From an optimization exercise on the open Yosys and OpenROAD flow, aimed at small area and a short achievable clock period; shortcuts taken in it are not production practice. RTL that was checked went through simulation tests only; none was proved equivalent to the original.

Setup of run A:
Design ConvEngine, start of the top module:
module ConvEngine (
    input         clk,
    input         rst,
    input  [31:0] DMAport,
    input         acc_enable,
    input         acc_clear,
    output [31:0] result
);
  reg  [23:0] R0, R1, R2, R3, R4, R5;
  reg  [5:0]  z;               
  reg  [2:0]  lr;              
  reg  [31:0] acc_p, acc_g;    
  reg  [17:0] Ws, Wc, V;       
  reg  [2:0]  wrow;            
  wire [18:0] t1a, t1b;        
  wire [31:0] early;           
  wire [31:0] t2p, t2g;        
  wire [17:0] wres;            
  wire       wr  = DMAport[7];
  wire [2:0] sel = DMAport[2:0];
  wire [23:0] data = DMAport[31:8];
  wire       valid = wr & (sel < 3'd6);
  always @(posedge clk) begin
    if (wr) begin
      case (sel)
        3'd0: R0 <= data;
        3'd1: R1 <= data;
        3'd2: R2 <= data;
        3'd3: R3 <= data;
        3'd4: R4 <= data;
        3'd5: R5 <= data;
        default: ;
      endcase
    end
  end
  wire [2:0] lrn = valid ? ((sel == 3'd0 || sel == 3'd3) ? 3'b001 :
                            (sel == 3'd1 || sel == 3'd4) ? 3'b010 : 3'b100) : lr;
  wire [5:0] zn = z & ~({5'd0, valid} << sel);
  always @(posedge clk or posedge rst) begin
    if (rst) begin
      z <= 6'b111111;
      lr <= 3'b001;
    end else begin
      z <= zn;
      lr <= lrn;
    end
  end
  wire       wp = valid & (sel < 3'd3);      
  wire       wk = valid & (sel >= 3'd3);     
  wire [2:0] qp = {3{~wp}} & lrn & ~z[2:0];
  wire [2:0] qk = {3{~wk}} & lrn & ~z[5:3];
  wire [23:0] xp_n = ({24{wp}} & data) | ({24{qp[0]}} & R0) | ({24{qp[1]}} & R1) | ({24{qp[2]}} & R2);
  ...
Size in the first run: roughly 0.020 sq mm of cells after synthesis.
==> flow/config.mk <==
export PLATFORM = sky130hd
export DESIGN_NAME = ConvEngine
export DESIGN_NICKNAME = ConvEngine
export VERILOG_FILES = /design/flow/design.v
export SDC_FILE = /design/flow/constraint.sdc
export NUM_CORES = 4
export LEC_CHECK = 0
export CAP_MARGIN = 20
export CORE_MARGIN = 2
export CORE_UTILIZATION = 40
export SETUP_SLACK_MARGIN = 5
export SLEW_MARGIN = 20
export SYNTH_HIERARCHICAL = 1
export SYNTH_MINIMUM_KEEP_SIZE = 0
==> flow/constraint.sdc <==
create_clock -name core_clock -period 10.0 [get_ports {clk}]
set_input_delay 2.0000 -clock core_clock [delete_from_list [all_inputs] [get_ports {clk}]]
set_output_delay 2.0000 -clock core_clock [all_outputs]
set_load 0.01 [all_outputs]
standard.sh (not shown) runs the stock make flow with config.mk's settings and CLKGATE_MAP_FILE= SYNTH_SCRIPT=/design/flow/synth_recipe.tcl, a recipe that flattens the netlist after the stock synthesis.
==> flow/flow/run.sh <==
#!/bin/bash
# The standard layout, with two changes: plain buffers (not delay cells) on the ports, and, between
# synthesis and floorplan, flow/polarity.py removes the inverters that Yosys's full-adder
# extraction leaves between full adders (it flips full adders, which are self-dual, instead).
set -euo pipefail
PORTBUF="BUFFER_PORTS_ARGS=-buffer_cell sky130_fd_sc_hd__buf_2"
bash standard.sh "$PORTBUF" synth > flow_synth.log 2>&1
NET=orfs/results/sky130hd/ConvEngine/base/1_2_yosys.v
cp "$NET" 1_2_yosys_before_polarity.v
python3 flow/polarity.py "$NET" > flow_polarity.log 2>&1
sleep 1
touch "$NET"
bash standard.sh "$PORTBUF" finish > flow_make.log 2>&1
Other scripts of this flow, unchanged in this note and not shown: flow/flow/polarity.py
Every stage of the flow completed for run A, and the final layout passed the timing, DRC and antenna checks.
> inputs changed (run A -> run B)
- setting CTS_CLUSTER_DIAMETER to 80 for the first time
- setting TNS_END_PERCENT to 5 for the first time
- setting ABC_AREA to 1 for the first time
- setting CTS_CLUSTER_SIZE to 25 for the first time
-- flow/flow/run.sh --
<<< run A, line 11
sleep 1
touch "$NET"
bash standard.sh "$PORTBUF" finish > flow_make.log 2>&1
>>> run B, line 11
sleep 1
touch "$NET"
bash standard.sh "$PORTBUF" SETUP_SLACK_MARGIN=5.2 finish > flow_make.log 2>&1
Notes after the runs:
From run A to run B the numbers moved as follows: number of cells traversed by the worst register-to-register path went down by 1; time the worst path needs with I/O delays and setup shows a reduction of 0.16 ns. Compared run B vs run A, and total stage count of the critical path is up in run B. Re average routed wire per standard cell: run B is about 13% down on run A. Run B vs run A, critical path endpoint: acc_p[10] vs result[27]. As of run B, count of clock-buffer cells in the layout had fallen by more than a quarter compared to run A. Sort run A and run B by met3 wirelength from detailed routing, ascending, and run A comes first.
### run B -> run C
- changing CTS_CLUSTER_SIZE from 25 to 30
- removing ABC_AREA (formerly 1)
- changing CTS_CLUSTER_DIAMETER from 80 to 100
- setting PLACE_DENSITY to 0.75 for the first time
==> flow/flow/run.sh <==
#!/bin/bash
# The standard layout (standard.sh, same synthesis and steps), with three changes:
#  - plain buffers (buf_2), not delay cells, on the ports;
#  - between synthesis and floorplan, flow/polarity.py removes the inverters that Yosys's
#    full-adder extraction leaves between full adders, by flipping full adders instead (a full
#    adder is self-dual); registers are untouched;
#  - repair aims at 5.2 ns of setup slack (config.mk's TNS_END_PERCENT keeps it to the worst
#    endpoints).
# Each tool's output goes to a log file of its own in this folder.
set -euo pipefail
PORTBUF="BUFFER_PORTS_ARGS=-buffer_cell sky130_fd_sc_hd__buf_2"
bash standard.sh "$PORTBUF" synth > flow_synth.log 2>&1
NET=orfs/results/sky130hd/ConvEngine/base/1_2_yosys.v
cp "$NET" 1_2_yosys_before_polarity.v
python3 flow/polarity.py "$NET" > flow_polarity.log 2>&1
sleep 1
touch "$NET"
bash standard.sh "$PORTBUF" SETUP_SLACK_MARGIN=5.2 finish > flow_make.log 2>&1
Notes after the runs:
- A first element of the critical path of bn[10] is what run C shows, while bn[5] belongs to run B.
- Synthesized cell count: lower on run C
- Run C vs run B — largest net degree at the start of global routing rose 106.
For run D, these inputs were changed with respect to run C:
- CTS_CLUSTER_SIZE changed from 30 to 25
- PLACE_DENSITY removed (was 0.75)
- CTS_CLUSTER_DIAMETER changed from 100 to 80
==> flow/flow/run.sh <==
#!/bin/bash
# The standard layout, with two changes: plain buffers (not delay cells) on the ports, and, between
# synthesis and floorplan, flow/polarity.py removes the inverters that Yosys's full-adder
# extraction leaves between full adders (it flips full adders, which are self-dual, instead).
set -euo pipefail
PORTBUF="BUFFER_PORTS_ARGS=-buffer_cell sky130_fd_sc_hd__buf_2"
bash standard.sh "$PORTBUF" synth > flow_synth.log 2>&1
NET=orfs/results/sky130hd/ConvEngine/base/1_2_yosys.v
cp "$NET" 1_2_yosys_before_polarity.v
python3 flow/polarity.py "$NET" > flow_polarity.log 2>&1
sleep 1
touch "$NET"
bash standard.sh "$PORTBUF" SETUP_SLACK_MARGIN=5.35 finish > flow_make.log 2>&1
Findings:
Per the comparison of run D with run C, total of fill cells in the finished design went up; number of global-route vias before repair went down; fraction of final layout cells sized beyond drive strength 1 went up; cell count went up; register-to-register slack went up.
Summary of the comparison: buffer and inverter count on the worst path is higher in run D, relative to run C.

---

Starting RTL as in the previous note.
## ConvEngine
module ConvEngine (
    input         clk,
    input         rst,
    input  [31:0] DMAport,
    input         acc_enable,
    input         acc_clear,
    output [31:0] result
);
Settings: LEC_CHECK=0, CAP_MARGIN=20, CORE_MARGIN=2, CORE_UTILIZATION=40, SETUP_SLACK_MARGIN=5, SLEW_MARGIN=20, SYNTH_HIERARCHICAL=1, SYNTH_MINIMUM_KEEP_SIZE=0; clock period 10.0 ns.
==> flow/flow/run.sh <==
#!/bin/bash
# The standard layout, with plain buffers (not delay cells) on the ports and repair aiming at
# 6.0 ns of setup slack.
set -euo pipefail
bash standard.sh "BUFFER_PORTS_ARGS=-buffer_cell sky130_fd_sc_hd__buf_2" SETUP_SLACK_MARGIN=6.0 finish > flow_make.log 2>&1
The starting point completed without violations.
Change:
==> flow/flow/run.sh (replaced) <==
#!/bin/bash
# The standard layout, with plain buffers (not delay cells) on the ports and repair aiming at
# 5.5 ns of setup slack.
set -euo pipefail
bash standard.sh "BUFFER_PORTS_ARGS=-buffer_cell sky130_fd_sc_hd__buf_2" SETUP_SLACK_MARGIN=5.5 finish > flow_make.log 2>&1
First-iteration DRC count went up by 2.2%.
Wire length fell by 0.79%.
Non-clock buffer count rose by 30.
Count of clock-buffer cells in the layout falls by 1.
Clock skew fell by 3.4 ps.
Synthesized area does not change.

---

Setup of run 1:
ConvEngine again, from the RTL that the note above started with.
export LEC_CHECK = 0
export CAP_MARGIN = 20
export CORE_MARGIN = 2
export CORE_UTILIZATION = 40
export SETUP_SLACK_MARGIN = 5
export SLEW_MARGIN = 20
export SYNTH_HIERARCHICAL = 1
export SYNTH_MINIMUM_KEEP_SIZE = 0
export TNS_END_PERCENT = 5
create_clock -name core_clock -period 10.0 [get_ports {clk}]
==> flow/flow/run.sh <==
#!/bin/bash
# The standard layout, with two changes: plain buffers (not delay cells) on the ports, and, between
# synthesis and floorplan, flow/polarity.py removes the inverters that Yosys's full-adder
# extraction leaves between full adders (it flips full adders, which are self-dual, instead).
set -euo pipefail
PORTBUF="BUFFER_PORTS_ARGS=-buffer_cell sky130_fd_sc_hd__buf_2"
bash standard.sh "$PORTBUF" synth > flow_synth.log 2>&1
NET=orfs/results/sky130hd/ConvEngine/base/1_2_yosys.v
cp "$NET" 1_2_yosys_before_polarity.v
python3 flow/polarity.py "$NET" > flow_polarity.log 2>&1
sleep 1
touch "$NET"
bash standard.sh "$PORTBUF" SETUP_SLACK_MARGIN=5.2 finish > flow_make.log 2>&1
Other scripts of this flow, unchanged in this note and not shown: flow/flow/polarity.py
Input changes introduced in run 2 (baseline for comparison: run 1):
Settings: swapping 40 for 55 in CORE_UTILIZATION; clearing TNS_END_PERCENT, which used to be 5.
-- flow/flow/run.sh --
<<< run 1, line 11
sleep 1
touch "$NET"
bash standard.sh "$PORTBUF" SETUP_SLACK_MARGIN=5.2 finish > flow_make.log 2>&1
>>> run 2, line 11
sleep 1
touch "$NET"
bash standard.sh "$PORTBUF" finish > flow_make.log 2>&1
Summary — number of cells on the worst reg-to-reg path, run 2 relative to run 1: lower, by 1.
Cmp run 2 vs run 1: layout overhead on the synthesized area lower in run 2
Run 2 has core utilization above what run 1 had.
Edits applied to the flow inputs when going from run 2 to run 3:
Settings: putting CTS_CLUSTER_DIAMETER at 80 where nothing was set; putting TNS_END_PERCENT at 5 where nothing was set; putting CTS_CLUSTER_SIZE at 25 where nothing was set; swapping 55 for 40 in CORE_UTILIZATION.
-- flow/flow/run.sh --
<<< run 2, line 11
sleep 1
touch "$NET"
bash standard.sh "$PORTBUF" finish > flow_make.log 2>&1
>>> run 3, line 11
sleep 1
touch "$NET"
bash standard.sh "$PORTBUF" SETUP_SLACK_MARGIN=5.2 finish > flow_make.log 2>&1
Notes after the runs:
Of the two candidates, run 2 has the better final wirelength and run 3 the worse one.
The higher number of iterations in the first detailed-routing pass of run 2 and run 3 is in run 2.
In the tables for run 2 and run 3, post-layout minimum cycle time reads higher with run 2.
Looking at worst setup slack, run 3 sits above run 2.
Re post-synthesis to final-layout area growth: run 2 and run 3 aren't equal, and the higher value belongs to run 2.
Share of the core filled with cells in the final layout | run 3 below run 2
Run 3 vs run 2, area of all placed cells without fillers went down by 1.1%.
Going from run 2 to run 3, number of cells after detailed placement grows by 207.
There was hardly any difference in combined area of the multi-input logic cells between run 3 and run 2.
Re number of well taps: run 3 is 46% up on run 2.

---

Setup of the previous run:
ConvEngine, a different RTL version from the one above (not shown whole).
Size in the first run: about 240 flip-flops, roughly 68 I/O pins.
clock: 10.0 ns
lec_check: 0
abc_clock_period_in_ps: 7000
cap_margin: 20
core_margin: 2
core_utilization: 40
setup_slack_margin: 3
slew_margin: 20
run.sh (not shown) runs the stock make flow with config.mk's settings and CLKGATE_MAP_FILE= SYNTH_SCRIPT=/design/flow/synth_recipe.tcl, a recipe that flattens the netlist after the stock synthesis.
Stock flow here: none of the scripts above is used.
The previous run ended with every stage complete and zero timing, DRC or antenna violations.
The following lists how the current run was set up differently from the previous run:
- a change of ABC_CLOCK_PERIOD_IN_PS from 7000 to 5000
- a change of SETUP_SLACK_MARGIN from 3 to 5
[summary]
The current run: no failed stages, no open violations at the end
Slew at the pin with the worst max-slew slack: the current run > the previous run
In the reports for the previous run and the current run, the larger remaining max-slew budget at the tightest pin belongs to the previous run.
The current run vs the previous run: post-CTS setup buffer count up
The design area of the current run exceeds that of the previous run by about 7%.
Function was not checked in any run of this note: the RTL went through the layout flow alone.

---

Setup of build 73:
ConvEngine with an RTL version that a note above also has.
For scale: roughly 1700 cells after synthesis, about 68 I/O pins.
Settings: LEC_CHECK=0, CAP_MARGIN=20, CORE_MARGIN=2, CORE_UTILIZATION=40, SETUP_SLACK_MARGIN=5, SLEW_MARGIN=20, SYNTH_HIERARCHICAL=1, SYNTH_MINIMUM_KEEP_SIZE=0; clock period 10.0 ns.
standard.sh (not shown) runs the stock make flow with config.mk's settings and CLKGATE_MAP_FILE= SYNTH_SCRIPT=/design/flow/synth_recipe.tcl, a recipe that flattens the netlist after the stock synthesis.
==> flow/flow/run.sh <==
#!/bin/bash
# The standard layout, with two changes: plain buffers (not delay cells) on the ports, and, between
# synthesis and floorplan, flow/polarity.py removes the inverters that Yosys's full-adder
# extraction leaves between full adders (it flips full adders, which are self-dual, instead).
set -euo pipefail
PORTBUF="BUFFER_PORTS_ARGS=-buffer_cell sky130_fd_sc_hd__buf_2"
bash standard.sh "$PORTBUF" synth > flow_synth.log 2>&1
NET=orfs/results/sky130hd/ConvEngine/base/1_2_yosys.v
cp "$NET" 1_2_yosys_before_polarity.v
python3 flow/polarity.py "$NET" > flow_polarity.log 2>&1
sleep 1
touch "$NET"
bash standard.sh "$PORTBUF" finish > flow_make.log 2>&1
==> flow/flow/polarity.py <==
#!/usr/bin/env python3
"""Removes inverters around full adders in a flat sky130 gate-level netlist by flipping the
polarity of full adders (a full adder is self-dual: FA(~a,~b,~c) = (~sum, ~cout)).

usage: polarity.py NETLIST.v   (rewrites the file in place; prints a summary)

Every inverter (not driving a port) is removed and its loads read (base net, polarity); each
full adder may be flipped, which complements its input pins and its outputs; flips are chosen by
local search to minimise the number of nets that still need an inverted copy; one inv_1 per such
net is then added. Registers and all other cells are left as they are."""
import re
import sys

OUT_PINS = {"X", "Y", "Q", "Q_N", "SUM", "COUT", "HI", "LO", "GCLK"}
INV = re.compile(r"sky130_fd_sc_hd__(clk)?inv_\d+$")
FA = re.compile(r"sky130_fd_sc_hd__fa_\d+$")


def main():
    path = sys.argv[1]
    text = open(path).read()
    m = re.search(r"^module ConvEngine\(.*?^endmodule", text, re.S | re.M)
    body = m.group(0)
    cell_re = re.compile(r"^(\s*)(sky130_fd_sc_hd__\w+)\s+(\S+)\s*\((.*?)\);\n", re.S | re.M)
    cells = []
    for cm in cell_re.finditer(body):
        pins = [(p, n.strip()) for p, n in re.findall(r"\.(\w+)\(([^()]*)\)", cm.group(4))]
        cells.append({"type": cm.group(2), "name": cm.group(3), "pins": pins, "span": cm.span()})
    outports = set()
    for decl in re.findall(r"^\s*output\s+(\[\d+:\d+\])?\s*(\S+);", body, re.M):
        rng, nm = decl
        if rng:
            hi, lo = map(int, rng[1:-1].split(":"))
            for i in range(min(hi, lo), max(hi, lo) + 1):
                outports.add(f"{nm}[{i}]")
        else:
            outports.add(nm)
    driver = {}
    for c in cells:
        for p, n in c["pins"]:
            if p in OUT_PINS:
                driver[n] = (c, p)
    # inverters that can go: not driving a port, input not a constant
    removable = set()
    for c in cells:
        if INV.match(c["type"]):
            pins = dict(c["pins"])
            if pins.get("Y") in outports or "'" in pins.get("A", "'"):
                continue
            removable.add(c["name"])

    def base(n):
        pol = 0
        while n in driver and driver[n][0]["name"] in removable:
            n = dict(driver[n][0]["pins"])["A"]
            pol ^= 1
        return n, pol

    fa_of_net = {}
    fas = [c for c in cells if FA.match(c["type"])]
    for i, c in enumerate(fas):
        c["fa"] = i
        for p, n in c["pins"]:
            if p in ("SUM", "COUT"):
                fa_of_net[n] = i
    # loads: (cell, pin index, base, pol)
    loads = []
    for c in cells:
        if c["name"] in removable:
            continue
        for k, (p, n) in enumerate(c["pins"]):
            if p in OUT_PINS or "'" in n:
                continue
            b, pol = base(n)
            loads.append((c, k, b, pol))
    for n in outports:
        pass  # port nets keep their drivers (inverters driving ports are kept)
    by_base = {}
    for ld in loads:
        by_base.setdefault(ld[2], []).append(ld)
    f = [0] * len(fas)

    def need(ld):
        c, k, b, pol = ld
        v = pol ^ (f[fa_of_net[b]] if b in fa_of_net else 0)
        if "fa" in c:
            v ^= f[c["fa"]]
        return v

    def base_cost(b):
        return 1 if any(need(ld) for ld in by_base.get(b, [])) else 0

    # bases touched by each FA: its outputs and the bases of its inputs
    touch = []
    for c in fas:
        s = set()
        for p, n in c["pins"]:
            if p in ("SUM", "COUT"):
                s.add(n)
            else:
                s.add(base(n)[0])
        touch.append(s)
    before = sum(base_cost(b) for b in by_base)
    improved = True
    rounds = 0
    while improved and rounds < 50:
        improved = False
        rounds += 1
        for i in range(len(fas)):
            old = sum(base_cost(b) for b in touch[i])
            f[i] ^= 1
            new = sum(base_cost(b) for b in touch[i])
            if new < old:
                improved = True
            else:
                f[i] ^= 1
    after = sum(base_cost(b) for b in by_base)
    # rewrite; the output nets of flipped full adders are renamed (they now carry the complement)
    ren = {}
    for c in fas:
        if f[c["fa"]]:
            for k, (p, n) in enumerate(c["pins"]):
                if p in ("SUM", "COUT"):
                    ren[n] = f"polflip_{len(ren)}"
                    c["pins"][k] = (p, ren[n])
    newnets = {}
    newcells = []
    for b, lds in by_base.items():
        if any(need(ld) for ld in lds):
            nn = f"polinv_{len(newnets)}"
            newnets[b] = nn
            bb = ren.get(b, b)
            bb = bb + " " if bb.startswith("\\") else bb
            newcells.append(f"  sky130_fd_sc_hd__inv_1 {nn}_cell (\n    .A({bb}),\n    .Y({nn})\n  );\n")
    for ld in loads:
        c, k, b, pol = ld
        p, _ = c["pins"][k]
        c["pins"][k] = (p, newnets[b] if need(ld) else ren.get(b, b))
    for c in fas:
        if f[c["fa"]]:
            pass  # outputs keep their nets; their meaning is complemented, accounted for in need()
    out = []
    pos = 0
    for c in cells:
        s, e = c["span"]
        out.append(body[pos:s])
        pos = e
        if c["name"] in removable:
            continue
        pins = ",\n".join(f"    .{p}({n + ' ' if n.startswith(chr(92)) else n})" for p, n in c["pins"])
        out.append(f"  {c['type']} {c['name']} (\n{pins}\n  );\n")
    rest = body[pos:]
    decl = "".join(f"  wire {nn};\n" for nn in list(newnets.values()) + list(ren.values()))
    newbody = "".join(out)
    # declarations go right after the module header line
    hdr_end = newbody.index(";\n") + 2
    newbody = newbody[:hdr_end] + decl + newbody[hdr_end:] + "".join(newcells) + rest
    # drop declarations of nets nothing connects to any more (outputs of removed inverters)
    used = set()
    for c in cells:
        if c["name"] not in removable:
            used.update(n for p, n in c["pins"])
    dead = set()
    for c in cells:
        if c["name"] in removable:
            y = dict(c["pins"])["Y"]
            if y not in used and y not in outports:
                dead.add(y)
    def keep(line):
        dm = re.match(r"^\s*wire\s+(\S+)\s*;\s*$", line)
        if dm:
            nm = dm.group(1)
            return not (nm in dead or (nm.startswith("\\") and nm in dead))
        return True
    lines = newbody.split("\n")
    newbody = "\n".join(l for l in lines if keep(l))
    text = text[:m.start()] + newbody + text[m.end():]
    open(path, "w").write(text)
    print(f"full adders {len(fas)}, flipped {sum(f)}; inverters removed {len(removable)}, "
          f"added {len(newnets)} (before flipping {before}); rounds {rounds}")


if __name__ == "__main__":
    main()
In summary, build 73 completed successfully, with a layout that passed the timing, DRC and antenna checks.
Setup changes, build 73 to build 49
# build 73
export LEC_CHECK = 0
export CAP_MARGIN = 20
export CORE_MARGIN = 2
export CORE_UTILIZATION = 40
export SETUP_SLACK_MARGIN = 5
export SLEW_MARGIN = 20
export SYNTH_HIERARCHICAL = 1
export SYNTH_MINIMUM_KEEP_SIZE = 0
create_clock -name core_clock -period 10.0 [get_ports {clk}]
# build 49
export LEC_CHECK = 0
export CAP_MARGIN = 20
export CORE_MARGIN = 2
export CORE_UTILIZATION = 40
export CTS_CLUSTER_DIAMETER = 80
export CTS_CLUSTER_SIZE = 25
export SETUP_SLACK_MARGIN = 5
export SLEW_MARGIN = 20
export SYNTH_HIERARCHICAL = 1
export SYNTH_MINIMUM_KEEP_SIZE = 0
create_clock -name core_clock -period 10.0 [get_ports {clk}]
diff --git a/flow/flow/polarity.py b/flow/flow/polarity.py
--- a/flow/flow/polarity.py
+++ b/flow/flow/polarity.py
@@ -10,0 +11 @@
+import random
@@ -104 +105,28 @@
-    improved = True
+    rng = random.Random(1)
+
+    def descend():
+        rounds = 0
+        improved = True
+        while improved and rounds < 100:
+            improved = False
+            rounds += 1
+            for i in range(len(fas)):
+                old = sum(base_cost(b) for b in touch[i])
+                f[i] ^= 1
+                new = sum(base_cost(b) for b in touch[i])
+                if new < old or (new == old and rng.random() < 0.3):
+                    improved = improved or new < old
+                else:
+                    f[i] ^= 1
+        return sum(base_cost(b) for b in by_base)
+
+    best, bestf = descend(), list(f)
+    for attempt in range(60):
+        f[:] = [rng.randint(0, 1) if attempt % 2 else x for x in bestf]
+        if attempt % 2 == 0:
+            for _ in range(8):
+                f[rng.randrange(len(f))] ^= 1
+        cost = descend()
+        if cost < best:
+            best, bestf = cost, list(f)
+    f[:] = bestf
@@ -106,11 +133,0 @@
-    while improved and rounds < 50:
-        improved = False
-        rounds += 1
-        for i in range(len(fas)):
-            old = sum(base_cost(b) for b in touch[i])
-            f[i] ^= 1
-            new = sum(base_cost(b) for b in touch[i])
-            if new < old:
-                improved = True
-            else:
-                f[i] ^= 1
- Build 49 reached the end of the flow, and the finished layout is clean on the timing, DRC and antenna checks.
- From build 73 to build 49 the numbers moved as follows: number of standard cells after synthesis stayed essentially flat, area of the multi-input gates held.
- Cell area after synthesis: build 73 vs build 49, no meaningful difference
- Diff build 73 -> build 49 | worst setup slack | decrease of 0.018 ns
- Total length of routed met2 wires of build 49 exceeds that of build 73 by a few percent.
For build 81, these inputs were changed with respect to build 49:
# build 49
export LEC_CHECK = 0
export CAP_MARGIN = 20
export CORE_MARGIN = 2
export CORE_UTILIZATION = 40
export CTS_CLUSTER_DIAMETER = 80
export CTS_CLUSTER_SIZE = 25
export SETUP_SLACK_MARGIN = 5
export SLEW_MARGIN = 20
export SYNTH_HIERARCHICAL = 1
export SYNTH_MINIMUM_KEEP_SIZE = 0
create_clock -name core_clock -period 10.0 [get_ports {clk}]
# build 81
export LEC_CHECK = 0
export CAP_MARGIN = 20
export CORE_MARGIN = 2
export CORE_UTILIZATION = 45
export CTS_CLUSTER_DIAMETER = 80
export CTS_CLUSTER_SIZE = 25
export SETUP_SLACK_MARGIN = 5
export SLEW_MARGIN = 20
export SYNTH_HIERARCHICAL = 1
export SYNTH_MINIMUM_KEEP_SIZE = 0
export TNS_END_PERCENT = 5
create_clock -name core_clock -period 10.0 [get_ports {clk}]
diff --git a/flow/flow/run.sh b/flow/flow/run.sh
--- a/flow/flow/run.sh
+++ b/flow/flow/run.sh
@@ -13 +13 @@
-bash standard.sh "$PORTBUF" finish > flow_make.log 2>&1
+bash standard.sh "$PORTBUF" SETUP_SLACK_MARGIN=5.2 finish > flow_make.log 2>&1
### Flow results
- Going from build 49 to build 81, cell area has increased; count of cells along the worst register-to-register path has remained practically unchanged; worst hold slack has remained practically unchanged; shortest period the worst path allows has decreased; first-pass GRT wire length has decreased.
- [build 81] aggregate global-route resource usage rose 2.1 points relative to build 49

==> afterwards: timing with drivers on the ports <==
Ports are ideal in the flow. The routed layouts listed here were re-timed in OpenROAD. Step 1: set_driving_cell puts a clkbuf_16 on clk and a buf_2 on each other input, an assumption about the parent block. Step 2 times the ports against the registers' clock, not the clock port: input delays grow and output delays shrink by t, the midpoint of the rising clock arrivals with the driver on. a / b / c = ideal / step 1 / step 2; a / b = the first two.
run	shift t [ns]	setup slack, ns	clock arrival spread, ns	slew at the worst register clock pin (ns)	cell pins on the clock port's net
run A	0.611	5.121 / 5.065 / 4.852	0.016 / 0.017	0.06 / 0.06	1
run B	0.601	5.276 / 5.276 / 5.107	0.029 / 0.029	0.10 / 0.10	1
run C	0.577	5.241 / 5.192 / 4.990	0.019 / 0.019	0.12 / 0.12	1
run D	0.596	5.261 / 5.204 / 4.878	0.039 / 0.038	0.10 / 0.10	1
the first run of note 2	0.597	5.319 / 5.267 / 5.353	0.024 / 0.023	0.06 / 0.06	1
the second run of note 2	0.613	5.314 / 5.265 / 5.209	0.019 / 0.019	0.06 / 0.06	1
run 1	0.604	5.234 / 5.178 / 4.879	0.018 / 0.018	0.06 / 0.06	1
run 2	0.613	5.093 / 5.040 / 5.201	0.019 / 0.019	0.07 / 0.07	1
run 3	0.597	5.268 / 5.211 / 4.875	0.039 / 0.039	0.10 / 0.10	1
the previous run	0.627	3.209 / 3.209 / 3.209	0.018 / 0.018	0.06 / 0.06	1
the current run	0.619	3.275 / 3.275 / 3.275	0.023 / 0.023	0.06 / 0.06	1
build 73	0.599	5.175 / 5.119 / 4.887	0.017 / 0.017	0.06 / 0.06	1
build 49	0.589	5.157 / 5.102 / 4.862	0.038 / 0.037	0.10 / 0.10	1
build 81	0.591	5.276 / 5.218 / 5.291	0.044 / 0.043	0.10 / 0.10	1
After both steps setup and hold are still met in every run listed. The setup slack of run 3, which loses most, moves by -0.057 ns with the drivers and by -0.393 ns with both steps.
